From an optimization exercise on the open Yosys and OpenROAD flow, aimed at small area and a short achievable clock period; shortcuts taken in it are not production practice. At most, simulation tests tie the RTL to the original design; equivalence was not proved. Function not checked in runs 1 and 3: the RTL went through the layout flow alone. In runs 1 and 2 the design's own scripts or RTL, not TritonCTS, make the clock network. The flow treats the clock pin as an ideal source. Dropping or thinning the clock tree relies on that and would not hold on a real chip. Power figures rest on the tool's default switching activity, not on a simulated workload.

==> flow/flow/run.sh <==
#!/bin/bash
# The standard ORFS layout, with the port buffers made of buf_1 cells (instead of the
# delay cells buffer_ports picks by default), timing repair free to change a cell's
# footprint, a clock tree of about 20 flip-flops per leaf buffer, and the top of the
# clock tree reshaped after CTS (flow/clock_top.tcl).
set -euo pipefail
W=$(pwd)
bash standard.sh MATCH_CELL_FOOTPRINT=0 \
  "BUFFER_PORTS_ARGS=-buffer_cell sky130_fd_sc_hd__buf_1" \
  "CTS_ARGS=-sink_clustering_enable -repair_clock_nets -buf_list {sky130_fd_sc_hd__clkbuf_16} -sink_clustering_size 20 -sink_clustering_max_diameter 60 -dont_use_dummy_load" \
  "POST_CTS_TCL=$W/flow/clock_top.tcl" \
  finish > standard_flow.log 2>&1
==> flow/flow/clock_top.tcl <==
set block [ord::get_db_block]
set clk_net [[$block findBTerm clk] getNet]

proc loads_of {net drv} {
  set loads {}
  foreach it [$net getITerms] {
    if {[$it getInst] ne $drv} { lappend loads $it }
  }
  return $loads
}
proc out_net_of {inst} {
  foreach it [$inst getITerms] {
    if {[$it isOutputSignal]} { return [$it getNet] }
  }
  return {}
}

set roots {}
foreach it [$clk_net getITerms] { lappend roots [$it getInst] }
if {[llength $roots] != 1} {
  puts "clock_top: clock port drives [llength $roots] cells, leaving the tree as it is"
  return
}
set root [lindex $roots 0]
set root_net [out_net_of $root]
set level1 [loads_of $root_net $root]
if {[llength $level1] > 4 || [llength [$root_net getBTerms]] > 0} {
  puts "clock_top: root drives [llength $level1] pins, leaving the tree as it is"
  return
}
puts "clock_top: removing root [$root getName], clock port now drives [llength $level1] pins"
foreach it $level1 { $it disconnect }
foreach it [$root getITerms] { $it disconnect }
odb::dbInst_destroy $root
odb::dbNet_destroy $root_net
foreach it $level1 { $it connect $clk_net }

# split first-level buffers while the clock port has room
set n_clk [llength $level1]
set k 0
foreach it $level1 {
  if {$n_clk >= 4} { break }
  set buf [$it getInst]
  set net [out_net_of $buf]
  set loads [loads_of $net $buf]
  if {[llength $loads] < 4} { continue }
  # positions of the loads
  set pts {}
  set xs {}
  set ys {}
  foreach l $loads {
    set b [[$l getInst] getBBox]
    set x [expr {([$b xMin] + [$b xMax]) / 2}]
    set y [expr {([$b yMin] + [$b yMax]) / 2}]
    lappend pts [list $l $x $y]
    lappend xs $x
    lappend ys $y
  }
  set dx [expr {[tcl::mathfunc::max {*}$xs] - [tcl::mathfunc::min {*}$xs]}]
  set dy [expr {[tcl::mathfunc::max {*}$ys] - [tcl::mathfunc::min {*}$ys]}]
  set idx [expr {$dx >= $dy ? 1 : 2}]
  set pts [lsort -integer -index $idx $pts]
  set half [expr {[llength $pts] / 2}]
  set keep [lrange $pts 0 [expr {$half - 1}]]
  set move [lrange $pts $half end]
  set master [$buf getMaster]
  set nb [odb::dbInst_create $block $master "clkbuf_split_${k}_clk"]
  set nn [odb::dbNet_create $block "clknet_split_${k}_clk"]
  $nn setSigType CLOCK
  foreach p $move {
    set l [lindex $p 0]
    $l disconnect
    $l connect $nn
  }
  # place each buffer at the centre of its loads
  foreach {b group} [list $buf $keep $nb $move] {
    set sx 0
    set sy 0
    foreach p $group {
      incr sx [lindex $p 1]
      incr sy [lindex $p 2]
    }
    set n [llength $group]
    $b setLocation [expr {$sx / $n}] [expr {$sy / $n}]
    $b setPlacementStatus PLACED
  }
  [$nb findITerm A] connect $clk_net
  [$nb findITerm X] connect $nn
  puts "clock_top: split [$buf getName]: [llength $keep] loads kept, [llength $move] moved to [$nb getName]"
  incr n_clk
  incr k
}
# Make every buffer of the tree (two levels: first level and leaves) an inverter:
# two inversions on every path keep the flip-flops' clock polarity, and an inverter
# is one stage where a buffer is two.
set inv_master [[ord::get_db] findMaster sky130_fd_sc_hd__clkinv_16]
set leaf_master [[ord::get_db] findMaster sky130_fd_sc_hd__clkinv_8]
set tree {}
foreach it [$clk_net getITerms] { lappend tree [$it getInst] }
set level1 $tree
foreach b $level1 {
  foreach it [loads_of [out_net_of $b] $b] { lappend tree [$it getInst] }
}
set n_inv 0
set all_bufs 1
foreach b $tree {
  if {![string match "sky130_fd_sc_hd__clkbuf_*" [[$b getMaster] getName]]} { set all_bufs 0 }
}
# every path must go through exactly two tree cells
foreach b $level1 {
  foreach it [loads_of [out_net_of $b] $b] {
    set leaf [$it getInst]
    foreach it2 [loads_of [out_net_of $leaf] $leaf] {
      if {[string match "sky130_fd_sc_hd__clkbuf_*" [[[$it2 getInst] getMaster] getName]]} { set all_bufs 0 }
    }
  }
}
if {$all_bufs} {
  foreach b $tree {
    set in_net [[$b findITerm A] getNet]
    set out_net [out_net_of $b]
    set loc [$b getLocation]
    set name [$b getName]
    foreach it [$b getITerms] { $it disconnect }
    odb::dbInst_destroy $b
    set m [expr {[lsearch -exact $level1 $b] >= 0 ? $inv_master : $leaf_master}]
    set inv [odb::dbInst_create $block $m $name]
    $inv setLocation [lindex $loc 0] [lindex $loc 1]
    $inv setPlacementStatus PLACED
    [$inv findITerm A] connect $in_net
    [$inv findITerm Y] connect $out_net
    incr n_inv
  }
  puts "clock_top: made $n_inv clock tree cells inverters"
} else {
  puts "clock_top: the tree is not two levels of buffers, leaving its cells as they are"
}
global_connect
detailed_placement
check_placement -verbose
==> flow/standard.sh <==
#!/bin/bash
# synth_recipe.tcl (not shown) runs the flow's synth.tcl, then flattens the netlist and writes it again
# the make line also repeats each setting of config.mk as NAME=value (left out here)
make -C /OpenROAD-flow-scripts/flow DESIGN_CONFIG=/design/flow/config.mk WORK_HOME=/design/flow/orfs CLKGATE_MAP_FILE= SYNTH_SCRIPT=/design/flow/synth_recipe.tcl "${@:-finish}"
==> flow/config.mk <==
export PLATFORM = sky130hd
export DESIGN_NAME = module_64_8
export DESIGN_NICKNAME = module_64_8
export VERILOG_FILES = /design/flow/design.v
export SDC_FILE = /design/flow/constraint.sdc
export NUM_CORES = 4
export LEC_CHECK = 0
export CAP_MARGIN = 20
export CORE_MARGIN = 2
export CORE_UTILIZATION = 60
export SETUP_SLACK_MARGIN = 3.3
export SLEW_MARGIN = 20
export SYNTH_HIERARCHICAL = 1
export SYNTH_MINIMUM_KEEP_SIZE = 0
==> flow/constraint.sdc <==
create_clock -name core_clock -period 5.0 [get_ports {clk}]
set_input_delay 1.0000 -clock core_clock [delete_from_list [all_inputs] [get_ports {clk}]]
set_output_delay 1.0000 -clock core_clock [all_outputs]
set_load 0.01 [all_outputs]
==> flow/design.v <==
module FSM_out
#(parameter W = 1)
(
    input          reset_n,
    input          strobe_in,
    input          full,
    input  [W-1:0] reset_value,
    input  [W-1:0] with_write,
    input  [W-1:0] without_write,
    output [W-1:0] next
);
assign next = !reset_n              ? reset_value :
              (strobe_in && !full)  ? with_write  :
                                      without_write;
endmodule
module module_64_8
#(parameter width = 64, parameter depth = 8)
(
    input   clk,
    input   reset_n,
    input   strobe_in,
    input   [width-1:0] input_data,
    input   req_data,
    output  ready,
    output  reg data_end,
    output  reg strobe_out,
    output  reg [7:0] data_out,
    output  [$clog2(depth)-1:0] write_counter
);
localparam aw = $clog2(depth);
reg [width-1:0] mem [depth-1:0];
reg [depth-1:0] rd_ptr;
reg [depth-1:0] rd_sel;
reg [depth-1:0] wr_en;
reg [aw:0] count;
reg        empty;
wire full = count[aw];
wire write = strobe_in && !full;
reg  remove;       
reg  load;         
wire [depth-1:0] wr_ptr   = full ? rd_ptr : wr_en;
wire [depth-1:0] wr_ptr_w = {wr_ptr[depth-2:0], wr_ptr[depth-1]};
wire [aw:0] count_w  = remove ? count : count + 1'b1;
wire [aw:0] count_nw = remove ? count - 1'b1 : count;
wire        full_w   = (count_w == depth);
wire        full_nw  = (count_nw == depth);
wire        empty_nw = (count_nw == 0);
assign write_counter = count[aw-1:0];
assign ready = empty;
wire [aw:0]       count_next;
wire              empty_next;
wire [depth-1:0]  wr_en_next;
FSM_out #(.W(aw + 2 + depth)) write_select
(
    .reset_n       (reset_n),
    .strobe_in     (strobe_in),
    .full          (full),
    .reset_value   ({{(aw+1){1'b0}}, 1'b1, {{(depth-1){1'b0}}, 1'b1}}),
    .with_write    ({count_w, 1'b0, full_w ? {depth{1'b0}} : wr_ptr_w}),
    .without_write ({count_nw, empty_nw, full_nw ? {depth{1'b0}} : wr_ptr}),
    .next          ({count_next, empty_next, wr_en_next})
);
always @(posedge clk)
begin
    count <= count_next;
    empty <= empty_next;
    wr_en <= wr_en_next;
end
always @(posedge clk)
begin
    if (!reset_n)
    begin
        rd_ptr <= 1;
        rd_sel <= 0;
    end
    else
    begin
        if (load)
            rd_ptr <= {rd_ptr[depth-2:0], rd_ptr[depth-1]};
        rd_sel <= remove ? rd_ptr : {depth{1'b0}};
    end
end
integer i;
always @(posedge clk)
begin
    for (i = 0; i < depth; i = i + 1)
        if (wr_en[i])
            mem[i] <= input_data;
end
reg [width-1:0] rd_data;
always @*
begin
    rd_data = 0;
    for (i = 0; i < depth; i = i + 1)
        rd_data = rd_data | ({width{rd_sel[i]}} & mem[i]);
end
reg [3:0] state;
reg       shift;
reg       hold;
reg [55:0] buf_q;
wire idle = (state == 4'd0);
wire start = idle && req_data && !empty;
always @(posedge clk)
begin
    if (!reset_n)
    begin
        state  <= 4'd0;
        remove <= 1'b0;
        load   <= 1'b0;
        shift  <= 1'b0;
        hold   <= 1'b1;
    end
    else
    begin
        if (idle)
            state <= start ? 4'd1 : 4'd0;
        else if (state == 4'd10)
            state <= 4'd0;
        else
            state <= state + 4'd1;
        remove <= start;
        load   <= (state == 4'd1);
        shift  <= (state >= 4'd2) && (state <= 4'd8);
        hold   <= !((state >= 4'd1) && (state <= 4'd8));
    end
end
always @(posedge clk)
    buf_q <= rd_data[63:8] | ({56{shift}} & {8'd0, buf_q[55:8]});
wire [7:0] data_next = rd_data[7:0] | ({8{shift}} & buf_q[7:0]) | ({8{hold}} & data_out);
always @(posedge clk)
begin
    if (!reset_n)
    begin
        strobe_out <= 1'b0;
        data_end   <= 1'b0;
        data_out   <= 8'd0;
    end
    else
    begin
        data_out <= data_next;
        if (load)
            strobe_out <= 1'b1;
        if (state == 4'd9)
            data_end <= 1'b1;
        else if (state == 4'd10)
        begin
            strobe_out <= 1'b0;
            data_end   <= 1'b0;
        end
    end
end
endmodule
==> out/metrics.csv, run 1 <==
stage,metric,value,unit
routing,Via density,6.62,
global_routing,first-pass GRT wire length,72.3,mm
placed_design,IO buf count,81,
global_routing,pin count of the biggest net entering global routing,65,
global_routing,initial antenna violation count,2,
synth,Mean Syn Cell Area,18.3,sq um
sta,Fmax achieved,558,MHz
final_layout,Finished Layout Cells,1745,
routing,wire per inst,27.9,microns
critical_path,CP Class,register to output pin,
placed_design,Final GP Congestion,0.739,
synth,top cell type's share of synthesized area,0.710,
routing,drt drc,0,
clocking,clock latency (worst-skew pair),0.26,ns
global_routing,vias in the first global route,11500,
placed_design,placed insts,1677,
sta,setup_tns,0,ns
run,max-cap violations,0,
global_routing,GRT Total Usage,0.257,
synth,Mapped Area,21600,sq um
synth,"EDFF count, synth",512,
die,Top Ports,82,
synth,post-synthesis sequential area ratio,0.806,
critical_path,element type at the critical path end,output pin,
clocking,clock sinks,615,
sta,final hold violations,0,
sta,slew margin rel.,0.322,
sta,RSZ-0062 raised after global routing,true,
placed_design,Detail Placement HPWL,23.2,mm
synth,post-synthesis register bit count,615,
routing,drt initial violations,1116,
routing,DR pass1 iterations,5,
outcome,status,no timing/DRC/antenna violations,
final_layout,P&R area growth vs syn,9.78,%
synth,top_reg_cell synth,edfxtp_1,
final_layout,Final Cell Area,23800,sq um
die,Die ar.,37600,sq um
die,Core ar.,35600,sq um
placed_design,DP Area,22400,sq um
die,Initial Util,0.609,
final_layout,Final Util,0.668,
final_layout,fillers,2473,
synth,Gate Count Post-Synth,1186,
pwr,worst vdd ir,0.330,mV
synth,Synth area leader,edfxtp_1,
synth,Synthesis Warnings,8,
sta,Max Slew Vio Count,0,
sta,Final Skew,0.0737,ns
routing,post-route antenna net violation count,0,
sta,Final min period,1.79,ns
pwr,Leakage,7.74,nW
sta,final worst-path cycle share,0.359,
final_layout,layout cells sized above 1,0.129,
sta,Final setup viols,0,
die,DIE WIDTH,194,microns
clocking,clock slew at reported path FFs,0.08,ns
critical_path,CP arrival,0.79,ns
synth,count of cell types in the netlist,49,
critical_path,"Req. time, crit path",4.00,ns
synth,top post-synthesis cells by area,"edfxtp_1, dfxtp_1, a22oi_1",
critical_path,CP Launch Type,register,
sta,worst slew pin tran,1.02,ns
worst_hold_path,Hold WC Path Type,register to register,
die,Die H,194,microns
global_routing,grt ovf,0,
pwr,Power Dens Cells,382,nW/um^2
critical_path,Crit Path Max Fanout,2,
final_layout,Post-layout nets,1359,
routing,Vias,11600,
synth,ys async rst share,0,
die,num rows,69,
routing,final WL,48.6,mm
synthesized netlist by cell type, types with 6 or more instances:
library cell / n
edfxtp_1: 512
dfxtp_1: 103
a22oi_1: 88
a221oi_1: 64
a22o_1: 64
nand3_1: 50
a222oi_1: 48
clkbuf_1: 40
buf_2: 24
mux2i_1: 18
nand2_1: 17
nand2b_1: 15
nand4b_1: 14
buf_1: 12
nor2_1: 12
o211ai_2: 10
a21oi_1: 9
and3_1: 9
a311oi_1: 8
a31oi_1: 8
inv_1: 8
nand4_1: 8
ha_1: 7
xnor2_1: 6
worst paths after layout:
check             from          endpoint  slack [ns]  cells past startpoint
max           count[0]  write_counter[0]        3.21                      2
min          buf_q[47]         buf_q[39]        0.46                      2
max reg2reg   count[0]          wr_en[2]        3.22                      9
min reg2reg  buf_q[47]         buf_q[39]        0.46                      2
per-layer routing:
| layer | track usage | up-vias | share of wire |
|---|---|---|---|
| li1 | - | 5121 | - |
| met1 | 0.378 | 5958 | 0.43 |
| met2 | 0.423 | 419 | 0.49 |
| met3 | 0.0292 | 54 | 0.064 |
| met4 | 0.0522 | 0 | 0.016 |
| met5 | 0 | - | 0 |
where the power goes:
group	leakage (nW)	internal, mW	switching [mW]
Combinational	1.72	0.240	0.467
Clock	0.280	0.331	1.74
Sequential	5.73	6.08	0.223
area by class of cell:
| type | count | area (sq um) | share of cell area |
|---|---|---|---|
| timing repair buffer | 126 | 941 | 0.0396 |
| tap | 461 | 577 | 0.0243 |
| inverter | 47 | 716 | 0.0301 |
| sequential | 615 | 17500 | 0.738 |
| antenna | 2 | 5.00 | 0.000211 |
| multi-input combinational | 494 | 4000 | 0.168 |
cells in the final DEF, fill, tap and decap left out, types with 29 or more instances in the layout:
cell,count
buf_1,65
edfxtp_1,512
clkinv_8,34
buf_6,29
a22oi_1,88
nand3_1,50
dfxtp_1,71
a222oi_1,48
a221oi_1,64
a22o_1,64
registers in the layout, summed over array words and instances, names as in the netlist, 4 cells and up:
register  cells
state         4
buf_q        56
wr_en         8
count         4
mem         512
rd_sel        8
data_out      8
rd_ptr        8
critical path, cell delays in order, from the launching register on:
cell     delay, ns
dfxtp_4       0.34
buf_4         0.14
buf_6         0.11
logic make-up after synthesis:
logic type,share of synthesized area
DFF,0.806
AOI/OAI and AO/OA,0.123
and+or+nand+nor,0.0360
buffers and inverters,0.0188
muxes,0.00884
xor gates and xnor gates,0.00358
adders and majority gates,0.00405
other,0.000347
through the flow:
| step | hold slack [ns] | total power [mW] | worst slack, ns |
|---|---|---|---|
| 5_1_grt | 0.484 | 9.40 | 3.15 |
| 6_report | 0.462 | 9.08 | 3.21 |
| 2_1_floorplan | 0.438 | 6.67 | 3.33 |
| 3_5_place_dp | 0.449 | 6.99 | 1.87 |
| 3_3_place_gp | 0.445 | 6.96 | 1.94 |
==> run 2: changes to the inputs <==
==> flow/design.v (replaced) <==
module FSM_out
(
    input             clk,
    input             reset_n,
    input             req,
    input             fifo_empty,
    input      [63:0] fifo_data,    
    output reg        remove,       
    output reg        load,         
    output reg        strobe_out,
    output reg        data_end,
    output reg  [7:0] data_out
);
reg [3:0] state;
reg       shift;
reg       hold;
reg [55:0] buf_q;
wire idle = (state == 4'd0);
wire start = idle && req && !fifo_empty;
always @(posedge clk)
begin
    if (!reset_n)
    begin
        state  <= 4'd0;
        remove <= 1'b0;
        load   <= 1'b0;
        shift  <= 1'b0;
        hold   <= 1'b1;
    end
    else
    begin
        if (idle)
            state <= start ? 4'd1 : 4'd0;
        else if (state == 4'd10)
            state <= 4'd0;
        else
            state <= state + 4'd1;
        remove <= start;
        load   <= (state == 4'd1);
        shift  <= (state >= 4'd2) && (state <= 4'd8);
        hold   <= !((state >= 4'd1) && (state <= 4'd8));
    end
end
always @(posedge clk)
    buf_q <= fifo_data[63:8] | ({56{shift}} & {8'd0, buf_q[55:8]});
wire [7:0] data_next = fifo_data[7:0] | ({8{shift}} & buf_q[7:0]) | ({8{hold}} & data_out);
always @(posedge clk)
begin
    if (!reset_n)
    begin
        strobe_out <= 1'b0;
        data_end   <= 1'b0;
        data_out   <= 8'd0;
    end
    else
    begin
        data_out <= data_next;
        if (load)
            strobe_out <= 1'b1;
        if (state == 4'd9)
            data_end <= 1'b1;
        else if (state == 4'd10)
        begin
            strobe_out <= 1'b0;
            data_end   <= 1'b0;
        end
    end
end
endmodule
module module_64_8
#(parameter width = 64, parameter depth = 8)
(
    input   clk,
    input   reset_n,
    input   strobe_in,
    input   [width-1:0] input_data,
    input   req_data,
    output  ready,
    output  data_end,
    output  strobe_out,
    output  [7:0] data_out,
    output  [$clog2(depth)-1:0] write_counter
);
localparam aw = $clog2(depth);
reg [width-1:0] mem [depth-1:0];
reg [depth-1:0] rd_ptr;
reg [depth-1:0] rd_sel;
reg [depth-1:0] wr_en;
reg [aw:0] count;
reg        empty;
wire full = count[aw];
wire write = strobe_in && !full;
wire remove;
wire load;
wire [depth-1:0] wr_ptr   = full ? rd_ptr : wr_en;
wire [depth-1:0] wr_ptr_w = {wr_ptr[depth-2:0], wr_ptr[depth-1]};
wire [aw:0] count_w  = remove ? count : count + 1'b1;
wire [aw:0] count_nw = remove ? count - 1'b1 : count;
wire        full_w   = (count_w == depth);
wire        full_nw  = (count_nw == depth);
wire        empty_nw = (count_nw == 0);
assign write_counter = count[aw-1:0];
assign ready = empty;
always @(posedge clk)
begin
    if (!reset_n)
    begin
        count <= 0;
        empty <= 1'b1;
        wr_en <= 1;
    end
    else if (write)
    begin
        count <= count_w;
        empty <= 1'b0;
        wr_en <= full_w ? {depth{1'b0}} : wr_ptr_w;
    end
    else
    begin
        count <= count_nw;
        empty <= empty_nw;
        wr_en <= full_nw ? {depth{1'b0}} : wr_ptr;
    end
end
always @(posedge clk)
begin
    if (!reset_n)
    begin
        rd_ptr <= 1;
        rd_sel <= 0;
    end
    else
    begin
        if (load)
            rd_ptr <= {rd_ptr[depth-2:0], rd_ptr[depth-1]};
        rd_sel <= remove ? rd_ptr : {depth{1'b0}};
    end
end
integer i;
always @(posedge clk)
begin
    for (i = 0; i < depth; i = i + 1)
        if (wr_en[i])
            mem[i] <= input_data;
end
reg [width-1:0] rd_data;
always @*
begin
    rd_data = 0;
    for (i = 0; i < depth; i = i + 1)
        rd_data = rd_data | ({width{rd_sel[i]}} & mem[i]);
end
FSM_out FSM_out_1
(
    .clk        (clk),
    .reset_n    (reset_n),
    .req        (req_data),
    .fifo_empty (empty),
    .fifo_data  (rd_data),
    .remove     (remove),
    .load       (load),
    .strobe_out (strobe_out),
    .data_end   (data_end),
    .data_out   (data_out)
);
endmodule
==> flow/flow/run.sh (replaced) <==
#!/bin/bash
# The standard ORFS layout with these changes:
# - synthesis maps the logic with an area-oriented ABC script (flow/abc_area.script);
#   everything else in synthesis is the standard synthesis, so the registers are
#   the same cells with the same names;
# - the port buffers are buf_1 cells (instead of the delay cells buffer_ports picks),
#   and timing repair is free to change a cell's footprint;
# - a clock tree of about 20 flip-flops per leaf, whose top is reshaped after
#   CTS (flow/clock_top.tcl) so the clock port drives four first-level buffers.
set -euo pipefail
W=$(pwd)
# ORFS's synth.tcl, with its ABC script replaced by flow/abc_area.script
sed '/^source \$::env(SCRIPTS_DIR)\/synth_preamble.tcl/a set abc_args [lreplace $abc_args 1 1 $::env(MY_ABC_SCRIPT)]\nputs "ABC script: $::env(MY_ABC_SCRIPT)"' \
  "$FLOW_HOME/scripts/synth.tcl" > "$W/area_synth.tcl"
grep -q MY_ABC_SCRIPT "$W/area_synth.tcl"
# The standard flow's synthesis script, sourcing that copy
sed "s#source \$::env(SCRIPTS_DIR)/synth.tcl#source $W/area_synth.tcl#" synth_recipe.tcl > "$W/area_synth_recipe.tcl"
grep -q area_synth.tcl "$W/area_synth_recipe.tcl"
export MY_ABC_SCRIPT="$W/flow/abc_area.script"
bash standard.sh "SYNTH_SCRIPT=$W/area_synth_recipe.tcl" MATCH_CELL_FOOTPRINT=0 \
  "BUFFER_PORTS_ARGS=-buffer_cell sky130_fd_sc_hd__buf_1" \
  "CTS_ARGS=-sink_clustering_enable -repair_clock_nets -buf_list {sky130_fd_sc_hd__clkbuf_16} -sink_clustering_size 20 -sink_clustering_max_diameter 60 -dont_use_dummy_load" \
  "POST_CTS_TCL=$W/flow/clock_top.tcl" \
  finish > standard_flow.log 2>&1
==> flow/flow/abc_area.script (new file) <==
&get -n
&st
&dch
&nf -R 0
&put
topo
stime -c
--- a/flow/config.mk
+++ b/flow/config.mk
@@ -12,3 +12 @@
 export SLEW_MARGIN = 20
-export SYNTH_HIERARCHICAL = 1
-export SYNTH_MINIMUM_KEEP_SIZE = 0
==> run 2 against run 1 <==
  * Area after synthesis shrank 5.0%
  * Combinational power shrank 44%
  * Sequential share of layout area grew 3.1 points
  * Highest routed layer is now met5
  * Global-route usage shrank 0.44 points
  * Critical path type unchanged
  * Register-to-register slack is essentially flat
  * Hold slack lost 0.024 ns
  * Synthesized cell count shrank 14%
  * Critical path depth is the same
  * Sequential cell count is the same
  * Core utilization grew 1.1 points
  * First-iteration DRC count grew 33%
==> out/metrics.csv, run 2 <==
stage,metric,value,unit,change
sta,final worst-path cycle share,0.362,,was 0.359
routing,DRT met1 WL,18.3,mm,was 21.0 mm
routing,post-route antenna net violation count,0,,unchanged
critical_path,worst path cell trace,buf_4 -> buf_6,,unchanged
global_routing,vias in the first global route,10900,,was 11500
critical_path,CP Buf/Inv Count,2,,unchanged
die,Core ar.,33600,sq um,was 35600 sq um
sta,Fmax achieved,552,MHz,was 558 MHz
pwr,internal power,6.31,mW,was 6.65 mW
die,Initial Util,0.612,,was 0.609
critical_path,CP Class,register to output pin,,unchanged
critical_path,Crit Path Max Fanout,2,,unchanged
pwr,Power Dens Cells,370,nW/um^2,was 382 nW/um^2
pwr,clock share of power,0.240,,was 0.228
synth,Synthesis Warnings,3,,was 8
routing,Via density,6.77,,was 6.62
synth,"EDFF count, synth",512,,unchanged
routing,drt initial violations,1479,,was 1116
synth,top-count cell post-synth,edfxtp_1,,unchanged
sta,slew margin rel.,0.495,,was 0.322
final_layout,P&R area growth vs syn,11.0,%,was 9.78%
final_layout,Post-layout nets,1250,,was 1359
final_layout,layout cells sized above 1,0.112,,was 0.129
sta,Hold Slack,0.438,ns,was 0.462 ns
pwr,net switching power of the design,2.13,mW,was 2.43 mW
global_routing,pin count of the biggest net entering global routing,65,,unchanged
pwr,Leakage,7.25,nW,was 7.74 nW
pwr,worst vdd ir,0.270,mV,was 0.330 mV
clocking,clock slew at reported path FFs,0.08,ns,about the same
die,Die ar.,35800,sq um,was 37600 sq um
routing,drt drc,0,,unchanged
sta,Final Skew,0.0295,ns,was 0.0737 ns
synth,top cell type's share of synthesized area,0.748,,was 0.710
critical_path,element type at the critical path end,output pin,,unchanged
final_layout,Largest Register,mem,,unchanged
synth,top post-synthesis cells by area,"edfxtp_1, dfxtp_1, a222oi_1",,"was edfxtp_1, dfxtp_1, a22oi_1"
critical_path,family with the most delay on the worst path,flip-flops,,unchanged
die,Die H,189,microns,was 194 microns
sta,setup_tns,0,ns,unchanged
outcome,status,no timing/DRC/antenna violations,,unchanged
pwr,Comb power frac,0.047,,was 0.078
critical_path,CP Launch Type,register,,unchanged
global_routing,initial antenna violation count,3,,was 2
routing,met2 wire length,22.0,mm,was 23.8 mm
critical_path,Worst path slowest cell,dfxtp_4,,unchanged
final_layout,Final Util,0.679,,was 0.668
sta,worst slew pin tran,0.757,ns,was 1.02 ns
worst_hold_path,Worst Hold Depth,2,,unchanged
sta,Final setup viols,0,,unchanged
synth,count of cell types in the netlist,35,,was 49
sta,Max Slew Vio Count,0,,unchanged
synth,Mean Syn Cell Area,20.2,sq um,was 18.3 sq um
routing,Vias,11000,,was 11600
placed_design,Final GP Congestion,0.724,,was 0.739
run,max-cap violations,0,,unchanged
clocking,clock sinks,615,,unchanged
synth,Gate Count Post-Synth,1016,,was 1186
routing,met3 wire length,4.39,mm,was 3.10 mm
pwr,sequential fraction of design power,0.713,,was 0.694
placed_design,IO buf count,81,,unchanged
critical_path,"Req. time, crit path",4.00,ns,about the same
global_routing,grt ovf,0,,unchanged
final_layout,most frequent cells in the layout,"edfxtp_1, a222oi_1, dfxtp_1",,"was edfxtp_1, a22oi_1, dfxtp_1"
sta,RSZ-0062 raised after global routing,true,,unchanged
final_layout,Top Registers,"mem: 512 flops, FSM_out_1.buf_q: 56 flops",,"was mem: 512 flops, buf_q: 56 flops"
sta,post-route setup slack,3.19,ns,was 3.21 ns
worst_hold_path,Hold WC Path Type,register to register,,unchanged
synth,top_reg_cell synth,edfxtp_1,,unchanged
die,DIE WIDTH,189,microns,was 194 microns
routing,DR pass1 iterations,6,,was 5
die,num rows,67,,was 69
critical_path,CP arrival,0.81,ns,was 0.79 ns
final_layout,"most common cell after layout, fill and taps aside",edfxtp_1,,unchanged
routing,final WL,45.4,mm,was 48.6 mm
die,Top Ports,82,,unchanged
synth,Mapped Area,20600,sq um,was 21600 sq um
pwr,total power draw,8.44,mW,was 9.08 mW
synth,Post-synth top cells,"edfxtp_1, a222oi_1, dfxtp_1, nand3_1",,"was edfxtp_1, dfxtp_1, a22oi_1, a221oi_1, a22o_1"
sta,Final min period,1.81,ns,was 1.79 ns
synth,post-synthesis register bit count,615,,unchanged
routing,highest routed layer,met5,,was met4
final_layout,max FFs per register,512,,unchanged
global_routing,GRT Total Usage,0.252,,was 0.257
pwr,sw frac,0.252,,was 0.268
critical_path,critical path depth,2,,unchanged
critical_path,r2r worst-path depth,8,,was 9
synth,ys async rst share,0,,unchanged
placed_design,Detail Placement HPWL,21.3,mm,was 23.2 mm
global_routing,first-pass GRT wire length,66.7,mm,was 72.3 mm
routing,wire per inst,27.9,microns,about the same
synth,Synth area leader,edfxtp_1,,unchanged
clocking,clock latency (worst-skew pair),0.24,ns,was 0.26 ns
placed_design,pre-CTS WS,2.74,ns,was 1.87 ns
synth,post-synthesis sequential area ratio,0.848,,was 0.806
critical_path,"slowest stage delay, CP",0.35,ns,was 0.34 ns
sta,final hold violations,0,,unchanged
==> run 2: cell types whose count changed after synthesis, moves of 12 or more <==
cell / before / now
a222oi_1: 48 / 184
a22oi_1: 88 / 3
a22o_1: 64 / 0
a221oi_1: 64 / 2
clkbuf_1: 40 / 0
buf_2: 24 / 0
a21boi_0: 0 / 18
nand3_1: 50 / 66
mux2i_1: 18 / 3
nand2b_1: 15 / 1
clkinv_1: 1 / 14
nand4b_1: 14 / 1
buf_1: 12 / 0
==> run 2: kinds of logic after synthesis <==
| family | synth area share |
|---|---|
| xor+xnor | 0.00256 |
| buf+inv | 0.00256 |
| simple gates | 0.0309 |
| fa+ha+maj | 0.00365 |
| compound gates | 0.111 |
| flops | 0.848 |
| mux | 0.00146 |
==> run 2: worst paths after layout <==
| kind | startpoint | end | slack (ns) |
|---|---|---|---|
| max | count[1] | write_counter[1] | 3.19 |
| max reg2reg | count[0] | wr_en[4] | 3.21 |
| min reg2reg | mem[4][58] | FSM_out_1.buf_q[50] | 0.44 |
| min | mem[4][58] | FSM_out_1.buf_q[50] | 0.44 |
==> run 2: area by class of cell <==
type	instances	area [sq um]
Antenna cell	2	5.00
Fill cell	2194	10800
Multi-Input combinational cell	388	3140
Tap cell	448	561
Sequential cell	615	17500
Inverter	51	709
Timing Repair Buffer	120	875
==> run 2: stage by stage <==
stage | cells | cell area [sq um]
2_1_floorplan | 1016 | 20600
3_3_place_gp | 1563 | 21600
3_5_place_dp | 1563 | 21600
5_1_grt | 1622 | 22800
6_report | 1624 | 22800
==> run 2: tightest hold or removal path: cells and delay by family, from the launching register on <==
| family | cells | cell delay, ns |
|---|---|---|
| flip-flops | 1 | 0.32 |
| AND/OR/NAND/NOR | 2 | 0.10 |
==> run 2: power groups by stage <==
stage / logic [mW] / registers, mW / clock network (mW)
6_report: 0.394 / 6.02 / 2.03
5_1_grt: 0.431 / 6.05 / 2.28
3_5_place_dp: 0.325 / 6.15 / 0
3_3_place_gp: 0.320 / 6.14 / 0
2_1_floorplan: 0.0989 / 6.14 / 0
==> run 2: routing by layer <==
layer | GRT usage | vias to the layer above
met5 | 0 | -
met4 | 0.0463 | 2
met3 | 0.0432 | 58
met2 | 0.412 | 510
met1 | 0.368 | 5588
li1 | - | 4836
==> run 3: changes to the inputs <==
--- a/flow/design.v
+++ b/flow/design.v
@@ -15,4 +15,4 @@
 reg       shift;
-reg       hold;
 reg [55:0] buf_q;
+reg  [7:0] data_out_n;
 wire idle = (state == 4'd0);
@@ -23,7 +23,8 @@
     begin
-        state  <= 4'd0;
-        remove <= 1'b0;
-        load   <= 1'b0;
-        shift  <= 1'b0;
-        hold   <= 1'b1;
+        state      <= 4'd0;
+        remove     <= 1'b0;
+        load       <= 1'b0;
+        shift      <= 1'b0;
+        strobe_out <= 1'b0;
+        data_end   <= 1'b0;
     end
@@ -37,6 +38,7 @@
             state <= state + 4'd1;
-        remove <= start;
-        load   <= (state == 4'd1);
-        shift  <= (state >= 4'd2) && (state <= 4'd8);
-        hold   <= !((state >= 4'd1) && (state <= 4'd8));
+        remove     <= start;
+        load       <= (state == 4'd1);
+        shift      <= (state >= 4'd2) && (state <= 4'd8);
+        strobe_out <= (state >= 4'd2) && (state <= 4'd9);
+        data_end   <= (state == 4'd9);
     end
@@ -45,3 +47,5 @@
     buf_q <= fifo_data[63:8] | ({56{shift}} & {8'd0, buf_q[55:8]});
-wire [7:0] data_next = fifo_data[7:0] | ({8{shift}} & buf_q[7:0]) | ({8{hold}} & data_out);
+wire [7:0] data_next = load  ? fifo_data[7:0] :
+                       shift ? buf_q[7:0] :
+                               ~data_out_n;
 always @(posedge clk)
@@ -50,5 +54,4 @@
     begin
-        strobe_out <= 1'b0;
-        data_end   <= 1'b0;
         data_out   <= 8'd0;
+        data_out_n <= 8'hff;
     end
@@ -56,12 +59,4 @@
     begin
-        data_out <= data_next;
-        if (load)
-            strobe_out <= 1'b1;
-        if (state == 4'd9)
-            data_end <= 1'b1;
-        else if (state == 4'd10)
-        begin
-            strobe_out <= 1'b0;
-            data_end   <= 1'b0;
-        end
+        data_out   <= data_next;
+        data_out_n <= ~data_next;
     end
@@ -88,4 +83,7 @@
 reg [depth-1:0] wr_en;
-reg [aw:0] count;
-reg        empty;
+reg [aw:0]   count_n;
+reg          nonempty;
+reg [aw-1:0] write_counter_q;
+reg          ready_q;
+wire [aw:0] count = ~count_n;
 wire full = count[aw];
@@ -101,4 +99,6 @@
 wire        empty_nw = (count_nw == 0);
-assign write_counter = count[aw-1:0];
-assign ready = empty;
+wire [aw:0] count_next = write ? count_w : count_nw;
+wire        empty_next = write ? 1'b0 : empty_nw;
+assign write_counter = write_counter_q;
+assign ready = ready_q;
 always @(posedge clk)
@@ -107,11 +107,7 @@
     begin
-        count <= 0;
-        empty <= 1'b1;
-        wr_en <= 1;
-    end
-    else if (write)
-    begin
-        count <= count_w;
-        empty <= 1'b0;
-        wr_en <= full_w ? {depth{1'b0}} : wr_ptr_w;
+        count_n         <= {(aw+1){1'b1}};
+        nonempty        <= 1'b0;
+        write_counter_q <= 0;
+        ready_q         <= 1'b1;
+        wr_en           <= 1;
     end
@@ -119,5 +115,10 @@
     begin
-        count <= count_nw;
-        empty <= empty_nw;
-        wr_en <= full_nw ? {depth{1'b0}} : wr_ptr;
+        count_n         <= ~count_next;
+        nonempty        <= !empty_next;
+        write_counter_q <= count_next[aw-1:0];
+        ready_q         <= empty_next;
+        if (write)
+            wr_en <= full_w ? {depth{1'b0}} : wr_ptr_w;
+        else
+            wr_en <= full_nw ? {depth{1'b0}} : wr_ptr;
     end
@@ -157,3 +158,3 @@
     .req        (req_data),
-    .fifo_empty (empty),
+    .fifo_empty (!nonempty),
     .fifo_data  (rd_data),
==> flow/flow/run.sh (replaced) <==
#!/bin/bash
# The standard ORFS layout, with the port buffers made of buf_1 cells (instead of the
# delay cells buffer_ports picks by default), timing repair free to change a cell's
# footprint, a clock tree of about 30 flip-flops per leaf buffer, and the top of the
# clock tree reshaped after CTS (flow/clock_top.tcl).
set -euo pipefail
W=$(pwd)
bash standard.sh MATCH_CELL_FOOTPRINT=0 \
  "BUFFER_PORTS_ARGS=-buffer_cell sky130_fd_sc_hd__buf_1" \
  "CTS_ARGS=-sink_clustering_enable -repair_clock_nets -buf_list {sky130_fd_sc_hd__clkbuf_16} -sink_clustering_size 30 -sink_clustering_max_diameter 80 -dont_use_dummy_load" \
  "POST_CTS_TCL=$W/flow/clock_top.tcl" \
  finish > standard_flow.log 2>&1
--- a/flow/flow/clock_top.tcl
+++ b/flow/flow/clock_top.tcl
@@ -92,47 +92,2 @@
 }
-# Make every buffer of the tree (two levels: first level and leaves) an inverter:
-# two inversions on every path keep the flip-flops' clock polarity, and an inverter
-# is one stage where a buffer is two.
-set inv_master [[ord::get_db] findMaster sky130_fd_sc_hd__clkinv_16]
-set leaf_master [[ord::get_db] findMaster sky130_fd_sc_hd__clkinv_8]
-set tree {}
-foreach it [$clk_net getITerms] { lappend tree [$it getInst] }
-set level1 $tree
-foreach b $level1 {
-  foreach it [loads_of [out_net_of $b] $b] { lappend tree [$it getInst] }
-}
-set n_inv 0
-set all_bufs 1
-foreach b $tree {
-  if {![string match "sky130_fd_sc_hd__clkbuf_*" [[$b getMaster] getName]]} { set all_bufs 0 }
-}
-# every path must go through exactly two tree cells
-foreach b $level1 {
-  foreach it [loads_of [out_net_of $b] $b] {
-    set leaf [$it getInst]
-    foreach it2 [loads_of [out_net_of $leaf] $leaf] {
-      if {[string match "sky130_fd_sc_hd__clkbuf_*" [[[$it2 getInst] getMaster] getName]]} { set all_bufs 0 }
-    }
-  }
-}
-if {$all_bufs} {
-  foreach b $tree {
-    set in_net [[$b findITerm A] getNet]
-    set out_net [out_net_of $b]
-    set loc [$b getLocation]
-    set name [$b getName]
-    foreach it [$b getITerms] { $it disconnect }
-    odb::dbInst_destroy $b
-    set m [expr {[lsearch -exact $level1 $b] >= 0 ? $inv_master : $leaf_master}]
-    set inv [odb::dbInst_create $block $m $name]
-    $inv setLocation [lindex $loc 0] [lindex $loc 1]
-    $inv setPlacementStatus PLACED
-    [$inv findITerm A] connect $in_net
-    [$inv findITerm Y] connect $out_net
-    incr n_inv
-  }
-  puts "clock_top: made $n_inv clock tree cells inverters"
-} else {
-  puts "clock_top: the tree is not two levels of buffers, leaving its cells as they are"
-}
 global_connect
removed: flow/flow/abc_area.script
==> run 3 against run 2 <==
  * Global-route usage up 1.5 points
  * Still clean on timing, DRC and antenna
  * Clock power up about 20%
  * Sequential power down 2%
  * Worst setup slack worse by 0.0085 ns
  * Area after synthesis up 5.0%
  * Sequential share of layout area down 2.0 points
  * Wire length up 13%
  * Core utilization down 1.0 points
  * Clock skew up 0.0050 ns
  * Maximum frequency down 0.47%
  * Die area up 4.9%
==> out/metrics.csv, run 3 <==
stage,metric,value,unit,change
placed_design,IO buf count,81,,unchanged
final_layout,"most common cell after layout, fill and taps aside",edfxtp_1,,unchanged
global_routing,vias in the first global route,11300,,was 10900
global_routing,GRT Total Usage,0.267,,was 0.252
routing,wire per inst,29.9,microns,was 27.9 microns
pwr,sw frac,0.201,,was 0.252
pwr,net switching power of the design,1.75,mW,was 2.13 mW
synth,"EDFF count, synth",512,,unchanged
synth,ys async rst share,0,,unchanged
routing,drt initial violations,1257,,was 1479
synth,top_reg_cell synth,edfxtp_1,,unchanged
global_routing,grt ovf,0,,unchanged
die,Die H,194,microns,was 189 microns
pwr,Power Dens Cells,367,nW/um^2,was 370 nW/um^2
critical_path,Worst path slowest cell,dfxtp_2,,was dfxtp_4
synth,top cell type's share of synthesized area,0.713,,was 0.748
synth,Synthesis Warnings,3,,unchanged
routing,DR pass1 iterations,8,,was 6
synth,post-synthesis sequential area ratio,0.818,,was 0.848
final_layout,max FFs per register,512,,unchanged
clocking,clock latency (worst-skew pair),0.37,ns,was 0.24 ns
pwr,sequential fraction of design power,0.679,,was 0.713
critical_path,CP Buf/Inv Count,1,,was 2
routing,Via density,6.74,,was 6.77
synth,top-count cell post-synth,edfxtp_1,,unchanged
die,num rows,69,,was 67
critical_path,CP Class,register to output pin,,unchanged
placed_design,Final GP Congestion,0.732,,was 0.724
final_layout,Post-layout nets,1333,,was 1250
synth,top post-synthesis cells by area,"edfxtp_1, dfxtp_1, a22oi_1",,"was edfxtp_1, dfxtp_1, a222oi_1"
sta,Fmax achieved,550,MHz,was 552 MHz
critical_path,CP arrival,0.82,ns,was 0.81 ns
final_layout,most frequent cells in the layout,"edfxtp_1, dfxtp_1, a22oi_1",,"was edfxtp_1, a222oi_1, dfxtp_1"
synth,post-synthesis register bit count,626,,was 615
final_layout,Top Registers,"mem: 512 flops, FSM_out_1.buf_q: 56 flops",,unchanged
pwr,internal power,6.95,mW,was 6.31 mW
sta,slew margin rel.,0.250,,was 0.495
final_layout,fillers,2373,,was 2194
synth,Mean Syn Cell Area,18.3,sq um,was 20.2 sq um
sta,final worst-path cycle share,0.364,,was 0.362
die,Top Ports,82,,unchanged
global_routing,first-pass GRT wire length,74.1,mm,was 66.7 mm
critical_path,"Req. time, crit path",4.00,ns,about the same
routing,final WL,51.5,mm,was 45.4 mm
final_layout,Largest Register,mem,,unchanged
worst_hold_path,Hold WC Path Type,register to register,,unchanged
global_routing,pin count of the biggest net entering global routing,65,,unchanged
final_layout,P&R area growth vs syn,9.90,%,was 11.0%
synth,Gate Count Post-Synth,1178,,was 1016
outcome,status,no timing/DRC/antenna violations,,unchanged
synth,Post-synth top cells,"edfxtp_1, dfxtp_1, a22oi_1",,"was edfxtp_1, a222oi_1, dfxtp_1, nand3_1"
sta,Final Skew,0.0345,ns,was 0.0295 ns
pwr,Leakage,7.63,nW,was 7.25 nW
die,Initial Util,0.608,,was 0.612
sta,Final setup viols,0,,unchanged
critical_path,element type at the critical path end,output pin,,unchanged
pwr,Comb power frac,0.041,,was 0.047
routing,drt drc,0,,unchanged
pwr,clock share of power,0.279,,was 0.240
final_layout,layout cells sized above 1,0.107,,was 0.112
critical_path,"slowest stage delay, CP",0.34,ns,was 0.35 ns
sta,Max Slew Vio Count,0,,unchanged
synth,count of cell types in the netlist,49,,was 35
pwr,worst vdd ir,0.308,mV,was 0.270 mV
synth,Synth area leader,edfxtp_1,,unchanged
final_layout,Finished Layout Cells,1719,,was 1624
die,Die ar.,37500,sq um,was 35800 sq um
die,Core ar.,35500,sq um,was 33600 sq um
global_routing,initial antenna violation count,6,,was 3
sta,worst slew pin tran,1.12,ns,was 0.757 ns
routing,post-route antenna net violation count,0,,unchanged
critical_path,family with the most delay on the worst path,flip-flops,,unchanged
critical_path,Crit Path Max Fanout,1,,was 2
sta,Hold Slack,0.454,ns,was 0.438 ns
sta,setup_tns,0,ns,unchanged
sta,RSZ-0062 raised after global routing,true,,unchanged
clocking,clock sinks,626,,was 615
die,DIE WIDTH,194,microns,was 189 microns
critical_path,CP Launch Type,register,,unchanged
placed_design,pre-CTS WS,2.39,ns,was 2.74 ns
critical_path,worst path cell trace,buf_6,,was buf_4 -> buf_6
sta,post-route setup slack,3.18,ns,was 3.19 ns
placed_design,Detail Placement HPWL,24.0,mm,was 21.3 mm
routing,Vias,11600,,was 11000
sta,Final min period,1.82,ns,was 1.81 ns
run,max-cap violations,0,,unchanged
synth,Mapped Area,21600,sq um,was 20600 sq um
placed_design,placed insts,1663,,was 1563
sta,final hold violations,0,,unchanged
clocking,clock slew at reported path FFs,0.11,ns,was 0.08 ns
-- run 3: cell types whose count changed after synthesis, moves of 17 or more --
cell	previous run	this run
a21boi_0	18	1
a221oi_1	2	56
a222oi_1	184	56
a22o_1	0	56
a22oi_1	3	80
buf_2	0	31
clkbuf_1	0	28
inv_1	0	17
mux2i_1	3	22
-- run 3: layout make-up, clock buffers not listed --
class                      instances  area [sq um]  share of cell area
sequential                       626         17700               0.748
inverter                          17          67.6             0.00285
multi-input combinational        459          3560               0.150
buffer                             2          50.0             0.00211
timing repair inverter             1          7.51            0.000317
tap                              461           577              0.0243
antenna                            2          5.00            0.000211
timing repair buffer             125          1050              0.0445
-- run 3: final timing paths --
kind	startpoint	end	slack [ns]	depth (start not counted)
setup / recovery	write_counter_q[1]	write_counter[1]	3.18	1
hold / removal	mem[6][63]	FSM_out_1.buf_q[55]	0.45	2
setup reg to reg	wr_en[2]	mem[2][1]	3.35	1
hold reg to reg	mem[6][63]	FSM_out_1.buf_q[55]	0.45	2
-- run 3: logic make-up (layout without fill, tap and decap cells) --
family	count (synthesis)	after routing	share of synthesized area
flops	626	626	0.818
simple gates	147	147	0.0365
buf+inv	93	171	0.0190
compound gates	276	276	0.109
mux	22	22	0.0102
fa+ha+maj	8	8	0.00452
xor+xnor	6	6	0.00244
other cells	0	2	0
-- run 3: routing by layer --
metal,vias up,wire length (microns),global-route usage
li1,5006,-,-
met1,6024,22300,0.411
met2,490,24100,0.416
met3,55,4300,0.0452
met4,6,741,0.0430
met5,-,36,0
-- run 3: through the flow --
stage | power, mW | instance area, sq um | utilization
2_1_floorplan | 6.16 | 21600 | -
3_3_place_gp | 6.32 | 22300 | 0.628
3_5_place_dp | 6.33 | 22300 | 0.628
5_1_grt | 8.95 | 23700 | 0.668
6_report | 8.70 | 23700 | 0.668
-- run 3: power by group through the flow --
stage          Sequential [mW]  Clock, mW  Combinational (mW)
6_report                  5.91       2.43               0.360
5_1_grt                   5.92       2.63               0.393
3_5_place_dp              6.04          0               0.289
3_3_place_gp              6.04          0               0.282
2_1_floorplan             6.02          0               0.141

-- afterwards: timing with drivers on the ports --
Ports are ideal in the flow. The routed layouts listed here were re-timed in OpenROAD. Step 1 (the two cells are an assumption about what drives the block):
set clk [get_ports {clk}]
set_driving_cell -lib_cell sky130_fd_sc_hd__clkbuf_16 $clk
set_driving_cell -lib_cell sky130_fd_sc_hd__buf_2 [delete_from_list [all_inputs] $clk]
Step 2 adds t to the input delays and takes it off the output delays; t is the mean of the earliest and latest rising clock arrival at the registers after step 1. Input paths then give back, and output paths get back, about the clock's delay inside the block. a / b / c = ideal ports / drivers / drivers and shift; a / b = the first two.
run | t, ns | setup WS [ns] | worst slew at a driven data input, ns
run 1 | 0.449 | 3.207 / 2.974 / 3.065 | 0.10
run 2 | 0.460 | 3.190 / 2.960 / 3.023 | 0.10
run 3 | 0.465 | 3.181 / 3.068 / 2.875 | 0.11
After both steps every run listed still meets setup and hold. For run 3, which loses most, drivers alone change the setup slack by -0.113 ns; drivers and shift together by -0.306 ns.
